Background: an optimization exercise with open tools, aiming at small area. Do not read the settings as production practice.
At most, simulation tests tie the RTL to the original design; equivalence was not proved.
Only the layout flow was run in run 5; the RTL was not checked for function there.

==> flow/design.v <==
module cordic_fa(input a, input b, input c, output s, output co);
   assign s = a ^ b ^ c;
   assign co = (a & b) | (a & c) | (b & c);
endmodule
module cordic_ha(input a, input b, output s, output co);
   assign s = a ^ b;
   assign co = a & b;
endmodule
module cordic_rca #(parameter N = 16) (input [N-1:0] a, input [N-1:0] b, input ci, output [N-1:0] s);
   wire [N:0] c;
   assign c[0] = ci;
   genvar k;
   generate for (k = 0; k < N; k = k + 1) begin : gb
      cordic_fa u (.a(a[k]), .b(b[k]), .c(c[k]), .s(s[k]), .co(c[k+1]));
   end endgenerate
endmodule
module cordic_zstep #(parameter N = 14, parameter [15:0] A = 16'h0, parameter L = 0)
                     (input [N-1:0] z, input neg, output [N-1:0] zn);
   localparam [15:0] NA = ~A + 16'd1;
   wire [N:0] c;
   genvar k;
   generate
      if (L > 0) begin : lo
         assign zn[L-1:0] = z[L-1:0];
      end
      assign zn[L] = ~z[L];
      assign c[L+1] = z[L];
      for (k = L + 1; k < N; k = k + 1) begin : gb
         if (A[k] == 1'b0 && NA[k] == 1'b0) begin : h0
            cordic_ha u (.a(z[k]), .b(c[k]), .s(zn[k]), .co(c[k+1]));
         end else if (A[k] == 1'b1 && NA[k] == 1'b1) begin : h1
            cordic_fa u (.a(z[k]), .b(1'b1), .c(c[k]), .s(zn[k]), .co(c[k+1]));
         end else if (A[k] == 1'b1) begin : fp
            cordic_fa u (.a(z[k]), .b(neg), .c(c[k]), .s(zn[k]), .co(c[k+1]));
         end else begin : fn
            cordic_fa u (.a(z[k]), .b(~neg), .c(c[k]), .s(zn[k]), .co(c[k+1]));
         end
      end
   endgenerate
endmodule
module cordic_maj(input a, input b, input c, output y);
   assign y = (a & b) | (a & c) | (b & c);
endmodule
module cordic_scale(input [15:0] v, output [15:0] o);
   wire [15:0] u = {~v[15], v[14:0]};
   wire [15:0] w = {v[15], ~v[14:0]};
   wire s1, c2; cordic_fa f2 (.a(u[0]), .b(u[2]), .c(w[5]), .s(s1), .co(c2));
   wire s3, c4; cordic_fa f4 (.a(u[1]), .b(u[3]), .c(w[6]), .s(s3), .co(c4));
   wire s5, c6; cordic_fa f6 (.a(u[2]), .b(u[4]), .c(w[7]), .s(s5), .co(c6));
   wire s7, c8; cordic_ha h8 (.a(u[10]), .b(u[12]), .s(s7), .co(c8));
   wire s9, c10; cordic_fa f10 (.a(u[3]), .b(u[5]), .c(w[8]), .s(s9), .co(c10));
   wire s11, c12; cordic_ha h12 (.a(u[11]), .b(u[13]), .s(s11), .co(c12));
   wire s13, c14; cordic_fa f14 (.a(u[4]), .b(u[6]), .c(w[9]), .s(s13), .co(c14));
   wire s15, c16; cordic_fa f16 (.a(w[0]), .b(u[3]), .c(u[5]), .s(s15), .co(c16));
   wire s17, c18; cordic_fa f18 (.a(w[1]), .b(u[4]), .c(u[6]), .s(s17), .co(c18));
   wire s19, c20; cordic_fa f20 (.a(w[2]), .b(u[5]), .c(u[7]), .s(s19), .co(c20));
   wire s21, c22; cordic_fa f22 (.a(u[0]), .b(w[3]), .c(u[6]), .s(s21), .co(c22));
   wire s23, c24; cordic_ha h24 (.a(u[8]), .b(u[9]), .s(s23), .co(c24));
   wire s25, c26; cordic_fa f26 (.a(u[1]), .b(w[4]), .c(u[7]), .s(s25), .co(c26));
   wire s27, c28; cordic_fa f28 (.a(u[9]), .b(u[10]), .c(w[12]), .s(s27), .co(c28));
   wire s29, c30; cordic_fa f30 (.a(u[8]), .b(u[10]), .c(u[11]), .s(s29), .co(c30));
   wire s31, c32; cordic_fa f32 (.a(w[13]), .b(s1), .c(1'b1), .s(s31), .co(c32));
   wire s33, c34; cordic_fa f34 (.a(u[9]), .b(u[11]), .c(u[12]), .s(s33), .co(c34));
   wire s35, c36; cordic_fa f36 (.a(w[14]), .b(s3), .c(c2), .s(s35), .co(c36));
   wire s37, c38; cordic_fa f38 (.a(u[13]), .b(w[15]), .c(1'b1), .s(s37), .co(c38));
   wire s39, c40; cordic_fa f40 (.a(s5), .b(s7), .c(c4), .s(s39), .co(c40));
   wire s41, c42; cordic_fa f42 (.a(u[14]), .b(s9), .c(1'b1), .s(s41), .co(c42));
   wire s43, c44; cordic_fa f44 (.a(s11), .b(c6), .c(c8), .s(s43), .co(c44));
   wire s45, c46; cordic_fa f46 (.a(u[12]), .b(u[14]), .c(u[15]), .s(s45), .co(c46));
   wire s47, c48; cordic_fa f48 (.a(s13), .b(c10), .c(c12), .s(s47), .co(c48));
   wire s49, c50; cordic_fa f50 (.a(u[5]), .b(u[7]), .c(w[10]), .s(s49), .co(c50));
   wire s51, c52; cordic_fa f52 (.a(u[13]), .b(u[15]), .c(c14), .s(s51), .co(c52));
   wire s53, c54; cordic_fa f54 (.a(u[6]), .b(u[8]), .c(w[11]), .s(s53), .co(c54));
   wire s55; assign s55 = ~u[14];
   wire s57, c58; cordic_fa f58 (.a(u[7]), .b(u[9]), .c(w[12]), .s(s57), .co(c58));
   wire s59, c60; cordic_ha h60 (.a(u[8]), .b(u[10]), .s(s59), .co(c60));
   wire s61, c62; cordic_ha h62 (.a(u[9]), .b(u[11]), .s(s61), .co(c62));
   wire s63, c64; cordic_ha h64 (.a(u[0]), .b(u[2]), .s(s63), .co(c64));
   wire s65, c66; cordic_fa f66 (.a(u[1]), .b(u[3]), .c(u[4]), .s(s65), .co(c66));
   wire s67, c68; cordic_fa f68 (.a(u[2]), .b(u[4]), .c(u[5]), .s(s67), .co(c68));
   wire s69, c70; cordic_fa f70 (.a(u[6]), .b(w[8]), .c(1'b1), .s(s69), .co(c70));
   wire s71, c72; cordic_fa f72 (.a(u[7]), .b(w[9]), .c(s17), .s(s71), .co(c72));
   wire s73, c74; cordic_fa f74 (.a(u[8]), .b(w[10]), .c(s19), .s(s73), .co(c74));
   wire s75, c76; cordic_fa f76 (.a(w[11]), .b(s21), .c(s23), .s(s75), .co(c76));
   wire s77, c78; cordic_fa f78 (.a(s25), .b(s27), .c(c22), .s(s77), .co(c78));
   wire s79, c80; cordic_fa f80 (.a(s29), .b(s31), .c(c26), .s(s79), .co(c80));
   wire s81, c82; cordic_fa f82 (.a(s33), .b(s35), .c(c30), .s(s81), .co(c82));
   wire s83, c84; cordic_fa f84 (.a(s37), .b(s39), .c(c34), .s(s83), .co(c84));
   wire s85, c86; cordic_fa f86 (.a(s41), .b(s43), .c(c38), .s(s85), .co(c86));
   wire s87, c88; cordic_fa f88 (.a(s45), .b(s47), .c(c42), .s(s87), .co(c88));
   wire s89, c90; cordic_fa f90 (.a(s49), .b(s51), .c(c46), .s(s89), .co(c90));
   wire s91, c92; cordic_fa f92 (.a(s53), .b(s55), .c(c50), .s(s91), .co(c92));
   wire s93, c94; cordic_fa f94 (.a(u[15]), .b(s57), .c(c54), .s(s93), .co(c94));
   wire s95, c96; cordic_fa f96 (.a(w[13]), .b(s59), .c(1'b1), .s(s95), .co(c96));
   wire s97, c98; cordic_fa f98 (.a(w[14]), .b(s61), .c(1'b1), .s(s97), .co(c98));
   wire s99, c100; cordic_fa f100 (.a(u[10]), .b(u[12]), .c(w[15]), .s(s99), .co(c100));
   wire s101, c102; cordic_ha h102 (.a(u[11]), .b(u[13]), .s(s101), .co(c102));
   wire s103, c104; cordic_ha h104 (.a(u[12]), .b(u[14]), .s(s103), .co(c104));
   wire s105, c106; cordic_ha h106 (.a(u[0]), .b(u[1]), .s(s105), .co(c106));
   wire s107, c108; cordic_fa f108 (.a(u[1]), .b(u[2]), .c(w[4]), .s(s107), .co(c108));
   wire s109, c110; cordic_fa f110 (.a(u[3]), .b(w[5]), .c(s63), .s(s109), .co(c110));
   wire s111, c112; cordic_fa f112 (.a(w[6]), .b(s65), .c(c64), .s(s111), .co(c112));
   wire s113, c114; cordic_fa f114 (.a(w[7]), .b(s67), .c(c66), .s(s113), .co(c114));
   wire s115, c116; cordic_fa f116 (.a(s15), .b(s69), .c(c68), .s(s115), .co(c116));
   wire s117, c118; cordic_fa f118 (.a(c16), .b(s71), .c(c70), .s(s117), .co(c118));
   wire s119, c120; cordic_fa f120 (.a(c18), .b(s73), .c(c72), .s(s119), .co(c120));
   wire s121, c122; cordic_fa f122 (.a(c20), .b(s75), .c(c74), .s(s121), .co(c122));
   wire s123, c124; cordic_fa f124 (.a(c24), .b(s77), .c(c76), .s(s123), .co(c124));
   wire s125, c126; cordic_fa f126 (.a(c28), .b(s79), .c(c78), .s(s125), .co(c126));
   wire s127, c128; cordic_fa f128 (.a(c32), .b(s81), .c(c80), .s(s127), .co(c128));
   wire s129, c130; cordic_fa f130 (.a(c36), .b(s83), .c(c82), .s(s129), .co(c130));
   wire s131, c132; cordic_fa f132 (.a(c40), .b(s85), .c(c84), .s(s131), .co(c132));
   wire s133, c134; cordic_fa f134 (.a(c44), .b(s87), .c(c86), .s(s133), .co(c134));
   wire s135, c136; cordic_fa f136 (.a(c48), .b(s89), .c(c88), .s(s135), .co(c136));
   wire s137, c138; cordic_fa f138 (.a(c52), .b(s91), .c(c90), .s(s137), .co(c138));
   wire s139, c140; cordic_fa f140 (.a(u[14]), .b(s93), .c(c92), .s(s139), .co(c140));
   wire s141, c142; cordic_fa f142 (.a(c58), .b(s95), .c(c94), .s(s141), .co(c142));
   wire s143, c144; cordic_fa f144 (.a(c60), .b(s97), .c(c96), .s(s143), .co(c144));
   wire s145, c146; cordic_fa f146 (.a(c62), .b(s99), .c(c98), .s(s145), .co(c146));
   wire s147, c148; cordic_fa f148 (.a(s101), .b(c100), .c(1'b1), .s(s147), .co(c148));
   wire s149, c150; cordic_fa f150 (.a(s103), .b(c102), .c(1'b1), .s(s149), .co(c150));
   wire s151, c152; cordic_fa f152 (.a(u[13]), .b(u[15]), .c(c104), .s(s151), .co(c152));
   wire s153; assign s153 = ~u[14];
   wire k155 = w[1] & w[0];
   wire k156; cordic_maj m156 (.a(u[0]), .b(w[2]), .c(k155), .y(k156));
   wire k157; cordic_maj m157 (.a(w[3]), .b(s105), .c(k156), .y(k157));
   wire k158; cordic_maj m158 (.a(s107), .b(c106), .c(k157), .y(k158));
   wire k159; cordic_maj m159 (.a(s109), .b(c108), .c(k158), .y(k159));
   wire k160; cordic_maj m160 (.a(s111), .b(c110), .c(k159), .y(k160));
   wire k161; cordic_maj m161 (.a(s113), .b(c112), .c(k160), .y(k161));
   wire k162; cordic_maj m162 (.a(s115), .b(c114), .c(k161), .y(k162));
   wire k163; cordic_maj m163 (.a(s117), .b(c116), .c(k162), .y(k163));
   wire k164; cordic_maj m164 (.a(s119), .b(c118), .c(k163), .y(k164));
   wire k165; cordic_maj m165 (.a(s121), .b(c120), .c(k164), .y(k165));
   wire k166; cordic_maj m166 (.a(s123), .b(c122), .c(k165), .y(k166));
   wire k167; cordic_maj m167 (.a(s125), .b(c124), .c(k166), .y(k167));
   wire t168, r169; cordic_ha g169 (.a(s127), .b(c126), .s(t168), .co(r169));
   wire t170, r171; cordic_fa g171 (.a(s129), .b(c128), .c(r169), .s(t170), .co(r171));
   wire t172, r173; cordic_fa g173 (.a(s131), .b(c130), .c(r171), .s(t172), .co(r173));
   wire t174, r175; cordic_fa g175 (.a(s133), .b(c132), .c(r173), .s(t174), .co(r175));
   wire t176, r177; cordic_fa g177 (.a(s135), .b(c134), .c(r175), .s(t176), .co(r177));
   wire t178, r179; cordic_fa g179 (.a(s137), .b(c136), .c(r177), .s(t178), .co(r179));
   wire t180, r181; cordic_fa g181 (.a(s139), .b(c138), .c(r179), .s(t180), .co(r181));
   wire t182, r183; cordic_fa g183 (.a(s141), .b(c140), .c(r181), .s(t182), .co(r183));
   wire t184, r185; cordic_fa g185 (.a(s127), .b(c126), .c(1'b1), .s(t184), .co(r185));
   wire t186, r187; cordic_fa g187 (.a(s129), .b(c128), .c(r185), .s(t186), .co(r187));
   wire t188, r189; cordic_fa g189 (.a(s131), .b(c130), .c(r187), .s(t188), .co(r189));
   wire t190, r191; cordic_fa g191 (.a(s133), .b(c132), .c(r189), .s(t190), .co(r191));
   wire t192, r193; cordic_fa g193 (.a(s135), .b(c134), .c(r191), .s(t192), .co(r193));
   wire t194, r195; cordic_fa g195 (.a(s137), .b(c136), .c(r193), .s(t194), .co(r195));
   wire t196, r197; cordic_fa g197 (.a(s139), .b(c138), .c(r195), .s(t196), .co(r197));
   wire t198, r199; cordic_fa g199 (.a(s141), .b(c140), .c(r197), .s(t198), .co(r199));
   wire q200 = k167 ? r199 : r183;
   wire t201, r202; cordic_ha g202 (.a(s143), .b(c142), .s(t201), .co(r202));
   wire t203, r204; cordic_fa g204 (.a(s145), .b(c144), .c(r202), .s(t203), .co(r204));
   wire t205, r206; cordic_fa g206 (.a(s147), .b(c146), .c(r204), .s(t205), .co(r206));
   wire t207, r208; cordic_fa g208 (.a(s149), .b(c148), .c(r206), .s(t207), .co(r208));
   wire t209, r210; cordic_fa g210 (.a(s151), .b(c150), .c(r208), .s(t209), .co(r210));
   wire t211, r212; cordic_fa g212 (.a(s153), .b(c152), .c(r210), .s(t211), .co(r212));
   wire t213, r214; cordic_fa g214 (.a(u[15]), .b(u[14]), .c(r212), .s(t213), .co(r214));
   wire t215, r216; cordic_fa g216 (.a(1'b1), .b(1'b0), .c(r214), .s(t215), .co(r216));
   wire t217, r218; cordic_fa g218 (.a(s143), .b(c142), .c(1'b1), .s(t217), .co(r218));
   wire t219, r220; cordic_fa g220 (.a(s145), .b(c144), .c(r218), .s(t219), .co(r220));
   wire t221, r222; cordic_fa g222 (.a(s147), .b(c146), .c(r220), .s(t221), .co(r222));
   wire t223, r224; cordic_fa g224 (.a(s149), .b(c148), .c(r222), .s(t223), .co(r224));
   wire t225, r226; cordic_fa g226 (.a(s151), .b(c150), .c(r224), .s(t225), .co(r226));
   wire t227, r228; cordic_fa g228 (.a(s153), .b(c152), .c(r226), .s(t227), .co(r228));
   wire t229, r230; cordic_fa g230 (.a(u[15]), .b(u[14]), .c(r228), .s(t229), .co(r230));
   wire t231, r232; cordic_fa g232 (.a(1'b1), .b(1'b0), .c(r230), .s(t231), .co(r232));
   wire q233 = q200 ? r232 : r216;
   assign o = {(q200 ? t231 : t215), (q200 ? t229 : t213), (q200 ? t227 : t211), (q200 ? t225 : t209), (q200 ? t223 : t207), (q200 ? t221 : t205), (q200 ? t219 : t203), (q200 ? t217 : t201), (k167 ? t198 : t182), (k167 ? t196 : t180), (k167 ? t194 : t178), (k167 ? t192 : t176), (k167 ? t190 : t174), (k167 ? t188 : t172), (k167 ? t186 : t170), (k167 ? t184 : t168)};
endmodule
module Cordic(input clk, input signed [15:0] Xin, input signed [15:0] Yin, input [15:0] angle,
              output reg signed [15:0] Xout, output reg signed [15:0] Yout);
   reg [15:0] x0, y0;
   reg [1:0]  q0;
   reg [13:0] a0;
   always @(posedge clk) begin
      x0 <= Xin; y0 <= Yin; q0 <= angle[15:14]; a0 <= angle[13:0];
   end
   wire [15:0] low1;                                 
   assign low1[0] = 1'b0;
   genvar k;
   generate for (k = 1; k < 16; k = k + 1) begin : gl
      assign low1[k] = low1[k-1] | y0[k-1];
   end endgenerate
   wire mx  = q0[1] ^ q0[0];     
   wire my  = ~q0[1];            
   wire mxy = q0[1];             
   wire myy = q0[1] ^ q0[0];     
   wire [15:0] x1n, y1n;
   cordic_rca #(16) addx1 (.a(x0 ^ {16{mx}}),  .b(y0 ^ ({16{my}} & low1)), .ci(mx),  .s(x1n));
   cordic_rca #(16) addy1 (.a(x0 ^ {16{mxy}}), .b(y0 ^ ({16{myy}} & low1)), .ci(mxy), .s(y1n));
   wire [13:0] z1 = {~a0[13], a0[12:0]};            
   wire [13:0] z2n;                                  
   cordic_zstep #(14, 16'h12e4, 2) zs1 (.z(z1), .neg(z1[13]), .zn(z2n));
   reg [15:0] x1, y1;
   reg        d1;
   reg [13:0] z2;
   always @(posedge clk) begin
      x1 <= x1n; y1 <= y1n; d1 <= z1[13]; z2 <= z2n;
   end
   wire [15:0] x2n, y2n;
   cordic_rca #(16) ax1 (.a(x1), .b({{1{y1[15]}}, y1[15:1]} ^ {16{~d1}}), .ci(~d1), .s(x2n));
   cordic_rca #(16) ay1 (.a(y1), .b({{1{x1[15]}}, x1[15:1]} ^ {16{d1}}),  .ci(d1),  .s(y2n));
   wire [12:0] z3n;                                  
   cordic_zstep #(13, 16'h09fb, 0) zs2 (.z(z2[12:0]), .neg(z2[13]), .zn(z3n));
   reg [15:0] x2, y2; reg d2; reg [12:0] z3;
   always @(posedge clk) begin
      x2 <= x2n; y2 <= y2n; d2 <= z2[13]; z3 <= z3n;
   end
   wire [15:0] x3n, y3n;
   cordic_rca #(16) ax2 (.a(x2), .b({{2{y2[15]}}, y2[15:2]} ^ {16{~d2}}), .ci(~d2), .s(x3n));
   cordic_rca #(16) ay2 (.a(y2), .b({{2{x2[15]}}, x2[15:2]} ^ {16{d2}}),  .ci(d2),  .s(y3n));
   wire [11:0] z4n;                                  
   cordic_zstep #(12, 16'h0511, 0) zs3 (.z(z3[11:0]), .neg(z3[12]), .zn(z4n));
   reg [15:0] x3, y3; reg d3; reg [11:0] z4;
   always @(posedge clk) begin
      x3 <= x3n; y3 <= y3n; d3 <= z3[12]; z4 <= z4n;
   end
   wire [15:0] x4n, y4n;
   cordic_rca #(16) ax3 (.a(x3), .b({{3{y3[15]}}, y3[15:3]} ^ {16{~d3}}), .ci(~d3), .s(x4n));
   cordic_rca #(16) ay3 (.a(y3), .b({{3{x3[15]}}, x3[15:3]} ^ {16{d3}}),  .ci(d3),  .s(y4n));
   wire [10:0] z5n;                                  
   cordic_zstep #(11, 16'h028b, 0) zs4 (.z(z4[10:0]), .neg(z4[11]), .zn(z5n));
   reg [15:0] x4, y4; reg d4; reg [10:0] z5;
   always @(posedge clk) begin
      x4 <= x4n; y4 <= y4n; d4 <= z4[11]; z5 <= z5n;
   end
   wire [15:0] x5n, y5n;
   cordic_rca #(16) ax4 (.a(x4), .b({{4{y4[15]}}, y4[15:4]} ^ {16{~d4}}), .ci(~d4), .s(x5n));
   cordic_rca #(16) ay4 (.a(y4), .b({{4{x4[15]}}, x4[15:4]} ^ {16{d4}}),  .ci(d4),  .s(y5n));
   wire [9:0] z6n;                                   
   cordic_zstep #(10, 16'h0145, 0) zs5 (.z(z5[9:0]), .neg(z5[10]), .zn(z6n));
   reg [15:0] x5, y5; reg d5; reg [9:0] z6;
   always @(posedge clk) begin
      x5 <= x5n; y5 <= y5n; d5 <= z5[10]; z6 <= z6n;
   end
   wire [15:0] x6n, y6n;
   cordic_rca #(16) ax5 (.a(x5), .b({{5{y5[15]}}, y5[15:5]} ^ {16{~d5}}), .ci(~d5), .s(x6n));
   cordic_rca #(16) ay5 (.a(y5), .b({{5{x5[15]}}, x5[15:5]} ^ {16{d5}}),  .ci(d5),  .s(y6n));
   wire [8:0] z7n;                                   
   cordic_zstep #(9, 16'h00a2, 1) zs6 (.z(z6[8:0]), .neg(z6[9]), .zn(z7n));
   reg [15:0] x6, y6; reg [7:6] d6;
   always @(posedge clk) begin
      x6 <= x6n; y6 <= y6n; d6 <= {z7n[8], z6[9]};
   end
   wire [15:0] x7n, y7n;
   cordic_rca #(16) ax6 (.a(x6), .b({{6{y6[15]}}, y6[15:6]} ^ {16{~d6[6]}}), .ci(~d6[6]), .s(x7n));
   cordic_rca #(16) ay6 (.a(y6), .b({{6{x6[15]}}, x6[15:6]} ^ {16{d6[6]}}),  .ci(d6[6]),  .s(y7n));
   reg [15:0] x7, y7; reg d7;
   always @(posedge clk) begin x7 <= x7n; y7 <= y7n; d7 <= d6[7]; end
   wire [15:0] x8n, y8n;
   cordic_rca #(16) ax7 (.a(x7), .b({{7{y7[15]}}, y7[15:7]} ^ {16{~d7}}), .ci(~d7), .s(x8n));
   cordic_rca #(16) ay7 (.a(y7), .b({{7{x7[15]}}, x7[15:7]} ^ {16{d7}}),  .ci(d7),  .s(y8n));
   reg [15:0] x8, y8;
   always @(posedge clk) begin x8 <= x8n; y8 <= y8n; end
   wire [15:0] xs8, ys8;
   cordic_scale scx (.v(x8), .o(xs8));
   cordic_scale scy (.v(y8), .o(ys8));
   always @(posedge clk) begin
      Xout <= xs8;
      Yout <= ys8;
   end
endmodule
==> flow/run.sh <==
#!/bin/bash
# synth_recipe.tcl (not shown) runs the flow's synth.tcl, then flattens the netlist and writes it again
# the make line also repeats each setting of config.mk as NAME=value (left out here)
make -C /OpenROAD-flow-scripts/flow DESIGN_CONFIG=/design/flow/config.mk WORK_HOME=/design/flow/orfs CLKGATE_MAP_FILE= SYNTH_SCRIPT=/design/flow/synth_recipe.tcl finish
==> flow/config.mk <==
export PLATFORM = sky130hd
export DESIGN_NAME = Cordic
export DESIGN_NICKNAME = Cordic
export VERILOG_FILES = /design/flow/design.v
export SDC_FILE = /design/flow/constraint.sdc
export NUM_CORES = 4
export LEC_CHECK = 0
export CAP_MARGIN = 20
export CORE_MARGIN = 2
export CORE_UTILIZATION = 60
export CTS_BUF_LIST = sky130_fd_sc_hd__clkbuf_16
export CTS_CLUSTER_DIAMETER = 60
export CTS_CLUSTER_SIZE = 24
export SLEW_MARGIN = 20
export SYNTH_HIERARCHICAL = 1
==> flow/constraint.sdc <==
create_clock -name core_clock -period 7.0 [get_ports {clk}]
set_input_delay 1.4000 -clock core_clock [delete_from_list [all_inputs] [get_ports {clk}]]
set_output_delay 1.4000 -clock core_clock [all_outputs]
set_load 0.01 [all_outputs]
==> results.sh, run 1 <==
export IMPL_clk_pin_slew_ns=0.07
export IMPL_tns_ns=0
export IMPL_regToRegEndpoint="x5[15]"
export IMPL_syn_area_sq_um=21800
export IMPL_slew_viol_final=0
export IMPL_dp_cells=1936
export IMPL_drc=0
export IMPL_status="finished clean"
export IMPL_cts_made_buffers=36
export IMPL_max_freq_mhz=146
export IMPL_grt_pass1_vias=11600
export IMPL_min_to="d7"
export IMPL_worst_pin_slew_ns=0.976
export IMPL_wl_per_cell_microns=15.4
export IMPL_cts_setup_buffers=0
export IMPL_netlist_instances=1357
export IMPL_cp_max_fo=4
export IMPL_hp_class="flop to flop"
export IMPL_synth_warnings=7
export IMPL_critPathCaptureType="flop"
export IMPL_wl_microns=30800
export IMPL_die_y_microns=195
export IMPL_drt_iter0_markers=109
export IMPL_die_w_microns=195
export IMPL_cts_root_buf="clkbuf_16"
export IMPL_cts_tree="done"
export IMPL_vias_per_cell=4.80
export IMPL_r2r_cells=17
export IMPL_min_delay_start="d6[7]"
export IMPL_placed_area_sq_um=23500
export IMPL_worstSetupPathType="flop to flop"
export IMPL_slew_headroom=0.347
export IMPL_rows=69
export IMPL_vias=9603
export IMPL_clock_sinks=403
export IMPL_final_hold_violation_count=0
export IMPL_io_buffer_count=80
export IMPL_grt_pass1_wl_microns=54200
export IMPL_io_pins=81
export IMPL_whs_path_depth=0
export IMPL_cts_hold_buf=0
export IMPL_post_route_cell_area_sq_um=25000
export IMPL_fp_coreArea_sq_um=35700
export IMPL_ctsLongestPathBuffers=3
export IMPL_grt_remaining_overflow=0
export IMPL_fin_skew_ns=0.0125
export IMPL_maxCapViolations=0
export IMPL_syn_avg_cell_area_sq_um=16.1
export IMPL_dieArea_sq_um=37900
export IMPL_initial_core_util=0.612
export IMPL_hpwl_microns=26000
export IMPL_final_core_util=0.700
export IMPL_nets=2092
export IMPL_place_gp_congestion=0.860
export IMPL_num_antenna_cells=0
export IMPL_ant_nets=0
export IMPL_antenna_found_initial=0
export IMPL_finalCritPeriodShare=0.976
export IMPL_track_usage=0.183
export IMPL_h_tree_depth=2
export IMPL_clock_latency_ns=0.55
export IMPL_layoutNonFillerInstCount=2000
export IMPL_firstDrtPassIters=6
export IMPL_cp_data_arrival_time_ns=7.25
export IMPL_cp_start_kind="flop"
export IMPL_rr_startpoint="d4"
export IMPL_setup_viol=0
export IMPL_required_ns=7.42
export IMPL_final_min_clock_period_ns=6.83
export IMPL_r2r_setup_slack_ns=0.17
export IMPL_area_delta_synth_final_pct=14.5
export IMPL_grt_max_degree=29
export IMPL_layout_drive_gt1_share=0.178
## registers in the layout, summed over array words and instances, names as in the netlist, 16 cells and up
register and flops:
Xout 16, Yout 16, x0 16, x1 16, x2 16, x3 16, x4 16, x5 16
x6 16, x7 16, x8 16, y0 16, y1 16, y2 16, y3 16, y4 16
y5 16, y6 16, y7 16, y8 16
## through the flow
step	setup WS (ns)	hold WS [ns]
detailed placement	-0.214	0.313
floorplan	-0.0167	0.310
finish	0.167	0.326
CTS	-0.0227	0.332
global placement	-0.139	0.312
global route	-0.00319	0.334
## metal layers
layer	part of all wire	routed length (microns)	up-vias	track usage
li1	-	-	4395	-
met1	0.35	10800	5039	0.193
met2	0.59	18100	115	0.360
met3	0.027	843	54	0.0286
met4	0.034	1050	0	0.0726
met5	0	0	-	0
## final cells by class
cell class	instances	area (sq um)
Clock inverter	27	277
Inverter	54	203
Clock buffer	37	926
Tap cell	461	577
Fill cell	2450	10700
Multi-Input combinational cell	892	13700
Timing Repair Buffer	126	1150
Sequential cell	403	8090
## cell usage in the layout, fill, tap and decap left out, types with 3 or more instances in the layout
cell and n:
nor2_1 22, mux2_2 32, clkdlybuf4s50_1 80, clkbuf_16 37, clkinvlp_4 3, clkinv_4 4, dfxtp_2 10, inv_12 3
fa_2 97, xor2_1 119, conb_1 28, inv_1 57, dfxtp_1 391, ha_1 22, xnor2_1 109, fa_1 411
inv_6 3, a31oi_1 4, clkinv_1 4, maj3_2 24, buf_4 45, a21oi_1 8, clkinv_8 4
## critical path: stages (launching register included)
cell and delay, ns:
dfxtp_2 0.35, xnor2_1 0.14, fa_1 0.41, fa_1 0.39, fa_1 0.40, fa_2 0.35, fa_2 0.36, fa_1 0.40
fa_2 0.37, fa_1 0.39, fa_1 0.39, fa_1 0.40, fa_1 0.42, fa_1 0.40, fa_1 0.39, fa_2 0.37
fa_2 0.34, fa_1 0.43
## worst max-delay path by stage
stage	from	end	slack (ns)	cells after the start
final	d4	x5[15]	0.17	17
after global routing	d1	y2[15]	-0.003	17
after CTS	q0[0]	x1[15]	-0.02	18
after detailed placement	q0[0]	x1[15]	-0.21	18
after global placement	q0[0]	x1[15]	-0.14	18
after floorplan	d3	x4[15]	-0.02	19
## timing repair
item | in CTS | in global routing
gates resized for setup | 30 | 72
hold endpoints to repair | 0 | 0
endpoints found under the setup margin | 15 | 16
pin swaps | 0 | 1
==> run 2, diff against run 1 <==
--- a/flow/config.mk
+++ b/flow/config.mk
@@ -8,8 +8,9 @@
 export CAP_MARGIN = 20
 export CORE_MARGIN = 2
-export CORE_UTILIZATION = 60
+export CORE_UTILIZATION = 70
 export CTS_BUF_LIST = sky130_fd_sc_hd__clkbuf_16
-export CTS_CLUSTER_DIAMETER = 60
-export CTS_CLUSTER_SIZE = 24
+export CTS_CLUSTER_DIAMETER = 70
+export CTS_CLUSTER_SIZE = 32
+export PLACE_DENSITY = 0.75
 export SLEW_MARGIN = 20
 export SYNTH_HIERARCHICAL = 1
==> results.sh, run 2 <==
export IMPL_num_antenna_cells=0
export IMPL_syn_area_sq_um=21800
export IMPL_whs_ns=0.332
export IMPL_io_pins=81
export IMPL_drc=0
export IMPL_drt_iter0_markers=184
export IMPL_area_delta_synth_final_pct=13.5
export IMPL_cp_data_arrival_time_ns=7.25
export IMPL_grt_pass1_vias=11800
export IMPL_worstSetupPathType="flop to flop"
export IMPL_vias=9616
export IMPL_cpPeakStageDelay_ns=0.44
export IMPL_rows=64
export IMPL_max_freq_mhz=147
export IMPL_vias_per_cell=5.00
export IMPL_cts_root_buf="clkbuf_16"
export IMPL_synth_warnings=7
export IMPL_cp_slowest_cell="fa_1"
export IMPL_wl_per_cell_microns=16.2
export IMPL_nets=2086
export IMPL_cts_made_buffers=27
export IMPL_hp_class="flop to flop"
export IMPL_slew_viol_final=0
export IMPL_crit_chain="buf_4, xnor2_1, fa_1, fa_1, fa_2, fa_2, fa_1, fa_2, fa_2, fa_2, fa_1, fa_1, fa_2, fa_2, fa_1, fa_1, fa_2, fa_1"
export IMPL_cts_hold_buf=0
export IMPL_layout_drive_gt1_share=0.179
export IMPL_final_common_cell="fa_1"
export IMPL_initial_core_util=0.711
export IMPL_min_delay_start="a0[1]"
export IMPL_status="finished clean"
export IMPL_final_hold_violation_count=0
export IMPL_cp_max_fo=3
export IMPL_final_cell_mix="fa_1 (407), dfxtp_1 (391), xor2_1 (119)"
export IMPL_dieArea_sq_um=32600
export IMPL_hpwl_microns=25600
export IMPL_antenna_found_initial=0
export IMPL_cp_start_kind="flop"
export IMPL_finalCritPeriodShare=0.974
export IMPL_setup_viol=0
export IMPL_ctsLongestPathBuffers=3
export IMPL_final_min_clock_period_ns=6.82
export IMPL_grt_remaining_overflow=0
export IMPL_clk_pin_slew_ns=0.09
export IMPL_die_w_microns=180
export IMPL_netlist_instances=1357
export IMPL_die_y_microns=180
export IMPL_required_ns=7.43
export IMPL_wl_microns=31100
export IMPL_io_buffer_count=80
export IMPL_grt_max_degree=30
export IMPL_fp_coreArea_sq_um=30700
export IMPL_track_usage=0.214
export IMPL_place_gp_congestion=0.862
export IMPL_grt_pass1_wl_microns=55300
export IMPL_rr_startpoint="d7"
export IMPL_worst_pin_slew_ns=0.967
export IMPL_ant_nets=0
export IMPL_critPathCaptureType="flop"
export IMPL_clock_latency_ns=0.56
export IMPL_clock_sinks=403
export IMPL_critPathBufInv=1
export IMPL_crit_start="d7"
export IMPL_maxCapViolations=0
export IMPL_firstDrtPassIters=4
export IMPL_final_core_util=0.807
export IMPL_crit_family="adder cells"
export IMPL_cts_setup_buffers=0
export IMPL_slew_headroom=0.353
export IMPL_fin_skew_ns=0.0162
export IMPL_cts_tree="done"
export IMPL_syn_avg_cell_area_sq_um=16.1
export IMPL_h_tree_depth=1
[run 2: layout make-up]
| type | instances | area, sq um |
|---|---|---|
| multi-input cells | 892 | 13800 |
| flip-flops and latches | 403 | 8080 |
| fillers | 1683 | 5930 |
| repair buffers | 129 | 1180 |
| clock buffers | 27 | 676 |
| well taps | 396 | 495 |
| clock inverters | 22 | 340 |
| inverters | 54 | 203 |
[run 2: metal layers]
layer,vias up,routed length (microns),track usage
met3,45,805,0.0247
met1,5069,10600,0.230
met2,112,18900,0.438
met4,0,779,0.0529
li1,4390,-,-
met5,-,0,0
[run 2: what timing repair did]
action | in CTS | in global routing
resized for setup | 40 | 70
endpoints found under the hold margin | 0 | 0
setup endpoints to repair | 16 | 16
pin swaps | 1 | 1
[run 2: worst paths after layout]
kind	to	slack, ns	depth (start not counted)
max reg2reg	x8[15]	0.18	18
min	z2[1]	0.33	0
max	x8[15]	0.18	18
min reg2reg	z2[1]	0.33	0
[run 2: worst reg2reg max path, stage by stage (launching register included)]
cell and delay (ns):
dfxtp_2 0.36, buf_4 0.15, xnor2_1 0.14, fa_1 0.41
fa_1 0.39, fa_2 0.36, fa_2 0.35, fa_1 0.39
fa_2 0.36, fa_2 0.35, fa_2 0.36, fa_1 0.39
fa_1 0.40, fa_2 0.36, fa_2 0.36, fa_1 0.38
fa_1 0.39, fa_2 0.35, fa_1 0.44
[run 2: through the flow]
stage	worst slack (ns)	cells	setup TNS (ns)	instance area [sq um]
after floorplan	-0.0167	1381	-0.0167	22100
after global placement	-0.111	1874	-0.271	23400
after detailed placement	-0.197	1874	-1.08	23400
after CTS	0.000490	1923	0	24600
after global routing	-0.00221	1923	-0.00221	24700
final	0.180	1923	0	24700
==> run 3, diff against run 2 <==
==> flow/flow/run.sh (new file) <==
#!/bin/bash
# The standard layout (standard synthesis included), except that the port
# buffers use the smallest buffer cell. ORFS keeps each step's log under
# orfs/logs/; the make output goes to standard.log.
set -euo pipefail
export BUFFER_PORTS_ARGS="-buffer_cell sky130_fd_sc_hd__buf_1"
bash standard.sh > standard.log 2>&1
==> flow/standard.sh (new file) <==
#!/bin/bash
# synth_recipe.tcl (not shown) runs the flow's synth.tcl, then flattens the netlist and writes it again
# the make line also repeats each setting of config.mk as NAME=value (left out here)
make -C /OpenROAD-flow-scripts/flow DESIGN_CONFIG=/design/flow/config.mk WORK_HOME=/design/flow/orfs CLKGATE_MAP_FILE= SYNTH_SCRIPT=/design/flow/synth_recipe.tcl "${@:-finish}"
removed: flow/run.sh
==> results.sh, run 3 <==
export IMPL_cp_max_fo=3
export IMPL_cp_data_arrival_time_ns=7.34
export IMPL_hpwl_microns=25300
export IMPL_post_route_cell_area_sq_um=24300
export IMPL_antenna_found_initial=0
export IMPL_h_tree_depth=1
export IMPL_netlist_instances=1357
export IMPL_dieArea_sq_um=32600
export IMPL_drc=0
export IMPL_initial_core_util=0.711
export IMPL_area_delta_synth_final_pct=11.3
export IMPL_use_met3=0.0236
export IMPL_grt_pass1_vias=11500
export IMPL_die_w_microns=180
export IMPL_layout_drive_gt1_share=0.177
export IMPL_clock_sinks=403
export IMPL_synth_warnings=7
export IMPL_grt_use_met2=0.423
export IMPL_maxCapViolations=0
export IMPL_cp_start_kind="flop"
export IMPL_rows=64
export IMPL_worst_pin_slew_ns=1.00
export IMPL_syn_avg_cell_area_sq_um=16.1
export IMPL_critPathCaptureType="flop"
export IMPL_clk_pin_slew_ns=0.08
export IMPL_place_gp_congestion=0.852
export IMPL_slew_viol_final=0
export IMPL_firstDrtPassIters=4
export IMPL_die_y_microns=180
export IMPL_setup_viol=0
export IMPL_fp_coreArea_sq_um=30700
export IMPL_ant_nets=0
export IMPL_grt_pass1_wl_microns=54400
export IMPL_cts_hold_buf=0
export IMPL_io_buffer_count=80
export IMPL_required_ns=7.48
export IMPL_final_hold_violation_count=0
export IMPL_max_freq_mhz=146
export IMPL_grt_remaining_overflow=0
export IMPL_cts_setup_buffers=0
export IMPL_vias_per_cell=5.00
export IMPL_grt_max_degree=29
export IMPL_io_pins=81
export IMPL_syn_area_sq_um=21800
export IMPL_cts_made_buffers=31
export IMPL_final_cell_mix="fa_1 (414), dfxtp_1 (389), xor2_1 (119)"
export IMPL_track_usage=0.210
export IMPL_slew_headroom=0.328
export IMPL_ctsLongestPathBuffers=3
export IMPL_worstSetupPathType="flop to flop"
export IMPL_whs_ns=0.326
export IMPL_met1_usage=0.232
export IMPL_nets=2085
export IMPL_drt_iter0_markers=219
export IMPL_wl_per_cell_microns=16.1
export IMPL_placed_area_sq_um=22900
export IMPL_cts_tree="done"
export IMPL_num_antenna_cells=0
export IMPL_finalCritPeriodShare=0.980
export IMPL_clock_latency_ns=0.59
export IMPL_fin_skew_ns=0.0214
export IMPL_final_common_cell="fa_1"
export IMPL_r2r_setup_slack_ns=0.14
export IMPL_hp_class="flop to flop"
export IMPL_cts_root_buf="clkbuf_16"
export IMPL_wl_microns=31000
export IMPL_vias=9627
export IMPL_busiest_layer="met2"
export IMPL_final_min_clock_period_ns=6.86
export IMPL_status="finished clean"
## run 3: changes by cell type in the layout (fill, tap and decap cells not counted), moves of 5 or more
cell	delta
fa_1	+7
clkinv_8	-7
clkdlybuf4s50_1	-80
fa_2	-7
buf_4	-5
buf_1	+80
inv_6	+7
## run 3: path summary, 6_finish.rpt
path | start | cells past startpoint | to
max | q0[1] | 17 | y1[15]
min | d6[7] | 0 | d7
max reg2reg | q0[1] | 17 | y1[15]
min reg2reg | d6[7] | 0 | d7
## run 3: per-stage QoR
stage,instances,setup TNS (ns),util,setup WS [ns]
2_1_floorplan,1381,-0.0167,-,-0.0167
3_3_place_gp,1869,-0.287,0.747,-0.110
3_5_place_dp,1869,-0.836,0.747,-0.150
4_1_cts,1927,0,0.786,0.00180
5_1_grt,1927,-0.0252,0.792,-0.0218
6_report,1927,0,0.792,0.139
## run 3: cell type report
| type | instances | area, sq um |
|---|---|---|
| inverter | 54 | 203 |
| fill | 1756 | 6390 |
| clock buffer | 31 | 776 |
| tap | 396 | 495 |
| timing repair buffer | 124 | 638 |
| multi-input combinational | 892 | 13700 |
| sequential | 403 | 8090 |
| clock inverter | 27 | 327 |
## run 3: layer usage
metal	vias up	share of wire
met3	63	0.023
met1	5048	0.35
li1	4389	-
met5	-	0
met2	127	0.59
met4	0	0.034
## run 3: timing repair
action,CTS,global route
gates resized for setup,35,70
endpoints found under the setup margin,16,16
pin swaps,1,1
## run 3: critical path, stage by stage, from the launching register on
cell and delay, ns:
dfxtp_2 0.36, xor2_1 0.19, fa_1 0.45, fa_1 0.40
fa_1 0.39, fa_1 0.40, fa_2 0.36, fa_2 0.35
fa_1 0.41, fa_2 0.36, fa_2 0.35, fa_1 0.39
fa_2 0.36, fa_1 0.39, fa_2 0.37, fa_1 0.39
fa_1 0.38, fa_1 0.43
==> run 4, diff against run 3 <==
==> flow/flow/run.sh (replaced) <==
#!/bin/bash
# The standard layout (standard synthesis included), except that the port
# buffers use the smallest buffer cell and clock tree synthesis adds no dummy
# loads. ORFS keeps each step's log under orfs/logs/; the make output goes to
# standard.log.
set -euo pipefail
export BUFFER_PORTS_ARGS="-buffer_cell sky130_fd_sc_hd__buf_1"
export CTS_ARGS="-sink_clustering_enable -repair_clock_nets -dont_use_dummy_load -buf_list sky130_fd_sc_hd__clkbuf_16 -sink_clustering_size 32 -sink_clustering_max_diameter 70"
bash standard.sh > standard.log 2>&1
==> results.sh, run 4 <==
export IMPL_dieArea_sq_um=32600
export IMPL_cts_made_buffers=31
export IMPL_cts_setup_buffers=0
export IMPL_max_freq_mhz=147
export IMPL_grt_remaining_overflow=0
export IMPL_cp_slowest_cell="fa_1"
export IMPL_final_min_clock_period_ns=6.82
export IMPL_wl_per_cell_microns=16.2
export IMPL_h_tree_depth=1
export IMPL_cp_data_arrival_time_ns=7.28
export IMPL_syn_area_sq_um=21800
export IMPL_die_w_microns=180
export IMPL_ant_nets=0
export IMPL_clk_pin_slew_ns=0.07
export IMPL_crit_chain="xor2_1, fa_1, fa_1, fa_1, fa_2, fa_2, fa_1, fa_2, fa_2, fa_2, fa_1, fa_1, fa_1, fa_1, fa_1, fa_1, fa_1"
export IMPL_fin_skew_ns=0.0509
export IMPL_rsz0062_at_grt="no"
export IMPL_cts_root_buf="clkbuf_16"
export IMPL_whs_ns=0.325
export IMPL_slew_headroom=0.332
export IMPL_ctsLongestPathBuffers=3
export IMPL_hpwl_microns=25300
export IMPL_io_pins=81
export IMPL_cts_tree="done"
export IMPL_post_route_cell_area_sq_um=24000
export IMPL_final_hold_violation_count=0
export IMPL_firstDrtPassIters=4
export IMPL_grt_pass1_wl_microns=54100
export IMPL_cpPeakStageDelay_ns=0.43
export IMPL_grt_pass1_vias=11500
export IMPL_worstSetupPathType="flop to flop"
export IMPL_wl_microns=30700
export IMPL_crit_family="adder cells"
export IMPL_status="finished clean"
export IMPL_drt_iter0_markers=197
export IMPL_antenna_found_initial=0
export IMPL_r2r_setup_slack_ns=0.18
export IMPL_vias_per_cell=5.04
export IMPL_track_usage=0.209
export IMPL_cts_hold_buf=0
export IMPL_final_common_cell="fa_1"
export IMPL_final_core_util=0.781
export IMPL_num_antenna_cells=0
export IMPL_grt_max_degree=29
export IMPL_initial_core_util=0.711
export IMPL_nets=2085
export IMPL_vias=9570
export IMPL_io_buffer_count=80
export IMPL_maxCapViolations=0
export IMPL_worst_pin_slew_ns=0.995
export IMPL_hp_class="flop to flop"
export IMPL_finalCritPeriodShare=0.975
export IMPL_netlist_instances=1357
export IMPL_cp_start_kind="flop"
export IMPL_die_y_microns=180
export IMPL_critPathCaptureType="flop"
export IMPL_area_delta_synth_final_pct=9.87
export IMPL_drc=0
export IMPL_required_ns=7.46
export IMPL_clock_latency_ns=0.59
export IMPL_cp_common_cell="fa_1"
export IMPL_synth_warnings=7
export IMPL_slew_viol_final=0
export IMPL_critPathBufInv=0
export IMPL_fp_coreArea_sq_um=30700
export IMPL_final_cell_mix="fa_1 (411), dfxtp_1 (390), xor2_1 (119)"
export IMPL_clock_sinks=403
export IMPL_rows=64
export IMPL_setup_viol=0
export IMPL_place_gp_congestion=0.852
export IMPL_placed_area_sq_um=22900
export IMPL_syn_avg_cell_area_sq_um=16.1
export IMPL_cp_max_fo=4
export IMPL_fillers=1797
export IMPL_layout_drive_gt1_share=0.166
==> run 4: cell count changes in the layout (fill, tap and decap cells not counted), moves of 2 or more <==
cell	before	now
fa_1	414	411
inv_12	3	0
inv_6	9	0
inv_8	4	0
fa_2	94	97
clkinv_4	2	0
inv_1	56	53
bufinv_16	3	0
clkinvlp_4	2	0
==> run 4: final cells by class <==
cell class,instances,area (sq um),share of cell area
timing repair buffer,124,642,0.0268
multi-input combinational,892,13800,0.574
inverter,54,203,0.00846
tap,396,495,0.0207
sequential,403,8090,0.338
clock buffer,31,776,0.0324
==> run 4: through the flow <==
stage | std cells | worst slack (ns) | TNS [ns]
floorplan | 1381 | -0.0167 | -0.0167
global placement | 1869 | -0.110 | -0.287
detailed placement | 1869 | -0.150 | -0.836
CTS | 1900 | 0.000179 | 0
global route | 1900 | 0.000304 | 0
finish | 1900 | 0.177 | 0
==> run 4: worst paths after layout <==
path             to  cells past startpoint  startpoint
max          y5[15]                     17          d4
max reg2reg  y5[15]                     17          d4
min              d7                      0       d6[7]
min reg2reg      d7                      0       d6[7]
==> run 4: routing by layer <==
layer	part of all wire	GRT usage	vias up
li1	-	-	4357
met1	0.35	0.230	5041
met2	0.60	0.424	111
met3	0.022	0.0230	61
met4	0.032	0.0516	0
met5	0	0	-
==> run 4: what timing repair did <==
| item | in CTS | in global routing |
|---|---|---|
| pin swaps | 1 | 2 |
| setup endpoints to repair | 16 | 16 |
| resized for setup | 34 | 74 |
==> run 5, diff against run 4 <==
--- a/flow/design.v
+++ b/flow/design.v
@@ -173,9 +173,13 @@
 module Cordic(input clk, input signed [15:0] Xin, input signed [15:0] Yin, input [15:0] angle,
               output reg signed [15:0] Xout, output reg signed [15:0] Yout);
+   wire [13:0] z1 = {~angle[13], angle[12:0]};      
+   wire [13:0] z2n;                                  
+   cordic_zstep #(14, 16'h12e4, 2) zs1 (.z(z1), .neg(z1[13]), .zn(z2n));
    reg [15:0] x0, y0;
    reg [1:0]  q0;
-   reg [13:0] a0;
-   always @(posedge clk) begin
-      x0 <= Xin; y0 <= Yin; q0 <= angle[15:14]; a0 <= angle[13:0];
+   reg        d1;
+   reg [13:0] z2;
+   always @(posedge clk) begin
+      x0 <= Xin; y0 <= Yin; q0 <= angle[15:14]; d1 <= z1[13]; z2 <= z2n;
    end
    wire [15:0] low1;                                 
@@ -192,66 +196,63 @@
    cordic_rca #(16) addx1 (.a(x0 ^ {16{mx}}),  .b(y0 ^ ({16{my}} & low1)), .ci(mx),  .s(x1n));
    cordic_rca #(16) addy1 (.a(x0 ^ {16{mxy}}), .b(y0 ^ ({16{myy}} & low1)), .ci(mxy), .s(y1n));
-   wire [13:0] z1 = {~a0[13], a0[12:0]};            
-   wire [13:0] z2n;                                  
-   cordic_zstep #(14, 16'h12e4, 2) zs1 (.z(z1), .neg(z1[13]), .zn(z2n));
-   reg [15:0] x1, y1;
-   reg        d1;
-   reg [13:0] z2;
-   always @(posedge clk) begin
-      x1 <= x1n; y1 <= y1n; d1 <= z1[13]; z2 <= z2n;
-   end
-   wire [15:0] x2n, y2n;
-   cordic_rca #(16) ax1 (.a(x1), .b({{1{y1[15]}}, y1[15:1]} ^ {16{~d1}}), .ci(~d1), .s(x2n));
-   cordic_rca #(16) ay1 (.a(y1), .b({{1{x1[15]}}, x1[15:1]} ^ {16{d1}}),  .ci(d1),  .s(y2n));
    wire [12:0] z3n;                                  
    cordic_zstep #(13, 16'h09fb, 0) zs2 (.z(z2[12:0]), .neg(z2[13]), .zn(z3n));
-   reg [15:0] x2, y2; reg d2; reg [12:0] z3;
-   always @(posedge clk) begin
-      x2 <= x2n; y2 <= y2n; d2 <= z2[13]; z3 <= z3n;
-   end
-   wire [15:0] x3n, y3n;
-   cordic_rca #(16) ax2 (.a(x2), .b({{2{y2[15]}}, y2[15:2]} ^ {16{~d2}}), .ci(~d2), .s(x3n));
-   cordic_rca #(16) ay2 (.a(y2), .b({{2{x2[15]}}, x2[15:2]} ^ {16{d2}}),  .ci(d2),  .s(y3n));
+   reg [15:0] x1, y1;
+   reg [2:1]  d1r;
+   reg [12:0] z3;
+   always @(posedge clk) begin
+      x1 <= x1n; y1 <= y1n; d1r <= {z2[13], d1}; z3 <= z3n;
+   end
+   wire [15:0] x2n, y2n;
+   cordic_rca #(16) ax1 (.a(x1), .b({{1{y1[15]}}, y1[15:1]} ^ {16{~d1r[1]}}), .ci(~d1r[1]), .s(x2n));
+   cordic_rca #(16) ay1 (.a(y1), .b({{1{x1[15]}}, x1[15:1]} ^ {16{d1r[1]}}),  .ci(d1r[1]),  .s(y2n));
    wire [11:0] z4n;                                  
    cordic_zstep #(12, 16'h0511, 0) zs3 (.z(z3[11:0]), .neg(z3[12]), .zn(z4n));
-   reg [15:0] x3, y3; reg d3; reg [11:0] z4;
-   always @(posedge clk) begin
-      x3 <= x3n; y3 <= y3n; d3 <= z3[12]; z4 <= z4n;
-   end
-   wire [15:0] x4n, y4n;
-   cordic_rca #(16) ax3 (.a(x3), .b({{3{y3[15]}}, y3[15:3]} ^ {16{~d3}}), .ci(~d3), .s(x4n));
-   cordic_rca #(16) ay3 (.a(y3), .b({{3{x3[15]}}, x3[15:3]} ^ {16{d3}}),  .ci(d3),  .s(y4n));
+   reg [15:0] x2, y2; reg [3:2] d2r; reg [11:0] z4;
+   always @(posedge clk) begin
+      x2 <= x2n; y2 <= y2n; d2r <= {z3[12], d1r[2]}; z4 <= z4n;
+   end
+   wire [15:0] x3n, y3n;
+   cordic_rca #(16) ax2 (.a(x2), .b({{2{y2[15]}}, y2[15:2]} ^ {16{~d2r[2]}}), .ci(~d2r[2]), .s(x3n));
+   cordic_rca #(16) ay2 (.a(y2), .b({{2{x2[15]}}, x2[15:2]} ^ {16{d2r[2]}}),  .ci(d2r[2]),  .s(y3n));
    wire [10:0] z5n;                                  
    cordic_zstep #(11, 16'h028b, 0) zs4 (.z(z4[10:0]), .neg(z4[11]), .zn(z5n));
-   reg [15:0] x4, y4; reg d4; reg [10:0] z5;
-   always @(posedge clk) begin
-      x4 <= x4n; y4 <= y4n; d4 <= z4[11]; z5 <= z5n;
-   end
-   wire [15:0] x5n, y5n;
-   cordic_rca #(16) ax4 (.a(x4), .b({{4{y4[15]}}, y4[15:4]} ^ {16{~d4}}), .ci(~d4), .s(x5n));
-   cordic_rca #(16) ay4 (.a(y4), .b({{4{x4[15]}}, x4[15:4]} ^ {16{d4}}),  .ci(d4),  .s(y5n));
+   reg [15:0] x3, y3; reg [4:3] d3r; reg [10:0] z5;
+   always @(posedge clk) begin
+      x3 <= x3n; y3 <= y3n; d3r <= {z4[11], d2r[3]}; z5 <= z5n;
+   end
+   wire [15:0] x4n, y4n;
+   cordic_rca #(16) ax3 (.a(x3), .b({{3{y3[15]}}, y3[15:3]} ^ {16{~d3r[3]}}), .ci(~d3r[3]), .s(x4n));
+   cordic_rca #(16) ay3 (.a(y3), .b({{3{x3[15]}}, x3[15:3]} ^ {16{d3r[3]}}),  .ci(d3r[3]),  .s(y4n));
    wire [9:0] z6n;                                   
    cordic_zstep #(10, 16'h0145, 0) zs5 (.z(z5[9:0]), .neg(z5[10]), .zn(z6n));
-   reg [15:0] x5, y5; reg d5; reg [9:0] z6;
-   always @(posedge clk) begin
-      x5 <= x5n; y5 <= y5n; d5 <= z5[10]; z6 <= z6n;
-   end
-   wire [15:0] x6n, y6n;
-   cordic_rca #(16) ax5 (.a(x5), .b({{5{y5[15]}}, y5[15:5]} ^ {16{~d5}}), .ci(~d5), .s(x6n));
-   cordic_rca #(16) ay5 (.a(y5), .b({{5{x5[15]}}, x5[15:5]} ^ {16{d5}}),  .ci(d5),  .s(y6n));
+   reg [15:0] x4, y4; reg [5:4] d4r; reg [9:0] z6;
+   always @(posedge clk) begin
+      x4 <= x4n; y4 <= y4n; d4r <= {z5[10], d3r[4]}; z6 <= z6n;
+   end
+   wire [15:0] x5n, y5n;
+   cordic_rca #(16) ax4 (.a(x4), .b({{4{y4[15]}}, y4[15:4]} ^ {16{~d4r[4]}}), .ci(~d4r[4]), .s(x5n));
+   cordic_rca #(16) ay4 (.a(y4), .b({{4{x4[15]}}, x4[15:4]} ^ {16{d4r[4]}}),  .ci(d4r[4]),  .s(y5n));
    wire [8:0] z7n;                                   
    cordic_zstep #(9, 16'h00a2, 1) zs6 (.z(z6[8:0]), .neg(z6[9]), .zn(z7n));
-   reg [15:0] x6, y6; reg [7:6] d6;
-   always @(posedge clk) begin
-      x6 <= x6n; y6 <= y6n; d6 <= {z7n[8], z6[9]};
+   reg [15:0] x5, y5; reg [7:5] d5r;
+   always @(posedge clk) begin
+      x5 <= x5n; y5 <= y5n; d5r <= {z7n[8], z6[9], d4r[5]};
+   end
+   wire [15:0] x6n, y6n;
+   cordic_rca #(16) ax5 (.a(x5), .b({{5{y5[15]}}, y5[15:5]} ^ {16{~d5r[5]}}), .ci(~d5r[5]), .s(x6n));
+   cordic_rca #(16) ay5 (.a(y5), .b({{5{x5[15]}}, x5[15:5]} ^ {16{d5r[5]}}),  .ci(d5r[5]),  .s(y6n));
+   reg [15:0] x6, y6; reg [7:6] d6r;
+   always @(posedge clk) begin
+      x6 <= x6n; y6 <= y6n; d6r <= d5r[7:6];
    end
    wire [15:0] x7n, y7n;
-   cordic_rca #(16) ax6 (.a(x6), .b({{6{y6[15]}}, y6[15:6]} ^ {16{~d6[6]}}), .ci(~d6[6]), .s(x7n));
-   cordic_rca #(16) ay6 (.a(y6), .b({{6{x6[15]}}, x6[15:6]} ^ {16{d6[6]}}),  .ci(d6[6]),  .s(y7n));
-   reg [15:0] x7, y7; reg d7;
-   always @(posedge clk) begin x7 <= x7n; y7 <= y7n; d7 <= d6[7]; end
+   cordic_rca #(16) ax6 (.a(x6), .b({{6{y6[15]}}, y6[15:6]} ^ {16{~d6r[6]}}), .ci(~d6r[6]), .s(x7n));
+   cordic_rca #(16) ay6 (.a(y6), .b({{6{x6[15]}}, x6[15:6]} ^ {16{d6r[6]}}),  .ci(d6r[6]),  .s(y7n));
+   reg [15:0] x7, y7; reg d7r;
+   always @(posedge clk) begin x7 <= x7n; y7 <= y7n; d7r <= d6r[7]; end
    wire [15:0] x8n, y8n;
-   cordic_rca #(16) ax7 (.a(x7), .b({{7{y7[15]}}, y7[15:7]} ^ {16{~d7}}), .ci(~d7), .s(x8n));
-   cordic_rca #(16) ay7 (.a(y7), .b({{7{x7[15]}}, x7[15:7]} ^ {16{d7}}),  .ci(d7),  .s(y8n));
+   cordic_rca #(16) ax7 (.a(x7), .b({{7{y7[15]}}, y7[15:7]} ^ {16{~d7r}}), .ci(~d7r), .s(x8n));
+   cordic_rca #(16) ay7 (.a(y7), .b({{7{x7[15]}}, x7[15:7]} ^ {16{d7r}}),  .ci(d7r),  .s(y8n));
    reg [15:0] x8, y8;
    always @(posedge clk) begin x8 <= x8n; y8 <= y8n; end
==> results.sh, run 5 <==
export IMPL_min_to="d4r[4]"
export IMPL_final_common_cell="fa_1"
export IMPL_synth_warnings=7
export IMPL_place_gp_congestion=0.840
export IMPL_final_min_clock_period_ns=6.83
export IMPL_regToRegEndpoint="x8[15]"
export IMPL_h_tree_depth=1
export IMPL_firstDrtPassIters=4
export IMPL_maxCapViolations=0
export IMPL_setup_viol=0
export IMPL_worstSetupPathType="flop to flop"
export IMPL_cts_root_buf="clkbuf_16"
export IMPL_placed_area_sq_um=22800
export IMPL_cts_made_buffers=25
export IMPL_clock_sinks=396
export IMPL_critPathCaptureType="flop"
export IMPL_antenna_found_initial=0
export IMPL_cts_resized=37
export IMPL_regArea_sq_um=7950
export IMPL_nets=2077
export IMPL_clock_latency_ns=0.55
export IMPL_ant_nets=0
export IMPL_final_hold_violation_count=0
export IMPL_hp_class="flop to flop"
export IMPL_fin_skew_ns=0.0419
export IMPL_rr_startpoint="d7r"
export IMPL_slew_headroom=0.364
export IMPL_required_ns=7.42
export IMPL_worst_pin_slew_ns=0.950
export IMPL_cts_tree="done"
export IMPL_cts_setup_buffers=0
export IMPL_tns_ns=0
export IMPL_min_delay_start="d3r[4]"
export IMPL_r2r_setup_slack_ns=0.17
export IMPL_cp_data_arrival_time_ns=7.25
export IMPL_whs_path_depth=0
export IMPL_drc=0
export IMPL_dieArea_sq_um=32400
export IMPL_io_buffer_count=80
export IMPL_slew_viol_final=0
export IMPL_r2r_cells=17
export IMPL_die_y_microns=180
export IMPL_rows=64
export IMPL_finalCritPeriodShare=0.976
export IMPL_initial_core_util=0.710
export IMPL_io_pins=81
export IMPL_hpwl_microns=25300
export IMPL_cp_start_kind="flop"
export IMPL_num_antenna_cells=0
export IMPL_layout_drive_gt1_share=0.165
export IMPL_vias_per_cell=5.03
export IMPL_syn_avg_cell_area_sq_um=16.0
export IMPL_fp_coreArea_sq_um=30500
export IMPL_grt_remaining_overflow=0
export IMPL_fillers=1790
export IMPL_wl_microns=30400
export IMPL_vias=9508
export IMPL_clk_pin_slew_ns=0.10
export IMPL_grt_max_degree=32
export IMPL_layoutNonFillerInstCount=1892
export IMPL_die_w_microns=180
export IMPL_dp_cells=1867
export IMPL_syn_area_sq_um=21700
export IMPL_grt_pass1_vias=11400
export IMPL_drt_iter0_markers=179
export IMPL_grt_pass1_wl_microns=52600
export IMPL_cts_hold_buf=0
export IMPL_wl_per_cell_microns=16.0
export IMPL_multi_input_area_sq_um=13800
export IMPL_netlist_instances=1350
export IMPL_cp_max_fo=5
export IMPL_status="finished clean"
export IMPL_track_usage=0.205
export IMPL_post_route_cell_area_sq_um=23700
export IMPL_area_delta_synth_final_pct=9.37
export IMPL_final_cell_mix="fa_1 (408), dfxtp_1 (385), xor2_1 (119)"
export IMPL_max_freq_mhz=146
export IMPL_ctsLongestPathBuffers=3
run 5: changes by cell type in the layout (fill, tap and decap cells not counted), sizes merged:
| cell | before | now |
|---|---|---|
| dfxtp | 403 | 396 |
| clkbuf | 31 | 25 |
| buf | 124 | 129 |
run 5: metal layers:
metal | vias to the layer above | track usage | share of wire
li1 | 4332 | - | -
met1 | 5034 | 0.216 | 0.34
met2 | 100 | 0.427 | 0.61
met3 | 42 | 0.0223 | 0.024
met4 | 0 | 0.0481 | 0.023
met5 | - | 0 | 0
run 5: worst max-delay path by stage:
stage          cells after the start     end  slack (ns)  startpoint
2_1_floorplan                     19  x4[15]       -0.02      d3r[3]
3_3_place_gp                      18  x1[15]       -0.12       q0[0]
3_5_place_dp                      17  x2[15]       -0.16      d1r[1]
4_1_cts                           17  y4[15]      0.0002      d3r[3]
5_1_grt                           17  x8[15]      -0.008         d7r
6_report                          17  x8[15]        0.17         d7r
run 5: area by class of cell:
type                       instances  share of cell area
tap                              396              0.0209
clock buffer                      25              0.0264
timing repair buffer             129              0.0282
inverter                          54             0.00855
multi-input combinational        892               0.581
sequential                       396               0.335
run 5: worst max-delay path: stages, from the launching register on:
cell	delay [ns]
dfxtp_4	0.38
xnor2_1	0.14
fa_1	0.42
fa_1	0.39
fa_1	0.39
fa_1	0.39
fa_1	0.40
fa_2	0.35
fa_1	0.39
fa_2	0.37
fa_1	0.39
fa_1	0.39
fa_1	0.39
fa_1	0.40
fa_2	0.35
fa_1	0.39
fa_2	0.35
fa_1	0.43
run 5: stage by stage:
step	hold WS [ns]	worst slack, ns	utilization
4_1_cts	0.307	0.000179	0.771
2_1_floorplan	0.310	-0.0167	-
6_report	0.304	0.169	0.777
5_1_grt	0.306	-0.00778	0.777
3_5_place_dp	0.312	-0.161	0.748
3_3_place_gp	0.313	-0.116	0.748

[static timing again, ports no longer ideal]
Ports are ideal in the flow. The routed layouts listed here were re-timed in OpenROAD. Step 1: set_driving_cell puts a clkbuf_16 on clk and a buf_2 on each other input, an assumption about the parent block. Step 2 also shifts input and output timing later by t, the mid clock arrival at the registers, as if the neighbouring blocks saw the same clock. a / b / c = no drivers / after step 1 / after step 2; a / b = the first two.
run | t (ns) | slack for setup (ns) | worst setup path at the end | latest minus earliest clock arrival (ns) | worst data-port slew with drivers (ns)
run 1 | 0.594 | 0.167 / 0.167 / 0.167 | register to register | 0.019 / 0.020 | 0.04
run 2 | 0.609 | 0.180 / 0.180 / 0.180 | register to register | 0.019 / 0.019 | 0.05
run 3 | 0.635 | 0.139 / 0.139 / 0.139 | register to register | 0.033 / 0.032 | 0.03
run 4 | 0.603 | 0.177 / 0.177 / 0.177 | register to register | 0.083 / 0.082 | 0.03
run 5 | 0.578 | 0.169 / 0.169 / 0.169 | register to register | 0.044 / 0.044 | 0.03
After both steps every run listed still meets setup and hold.
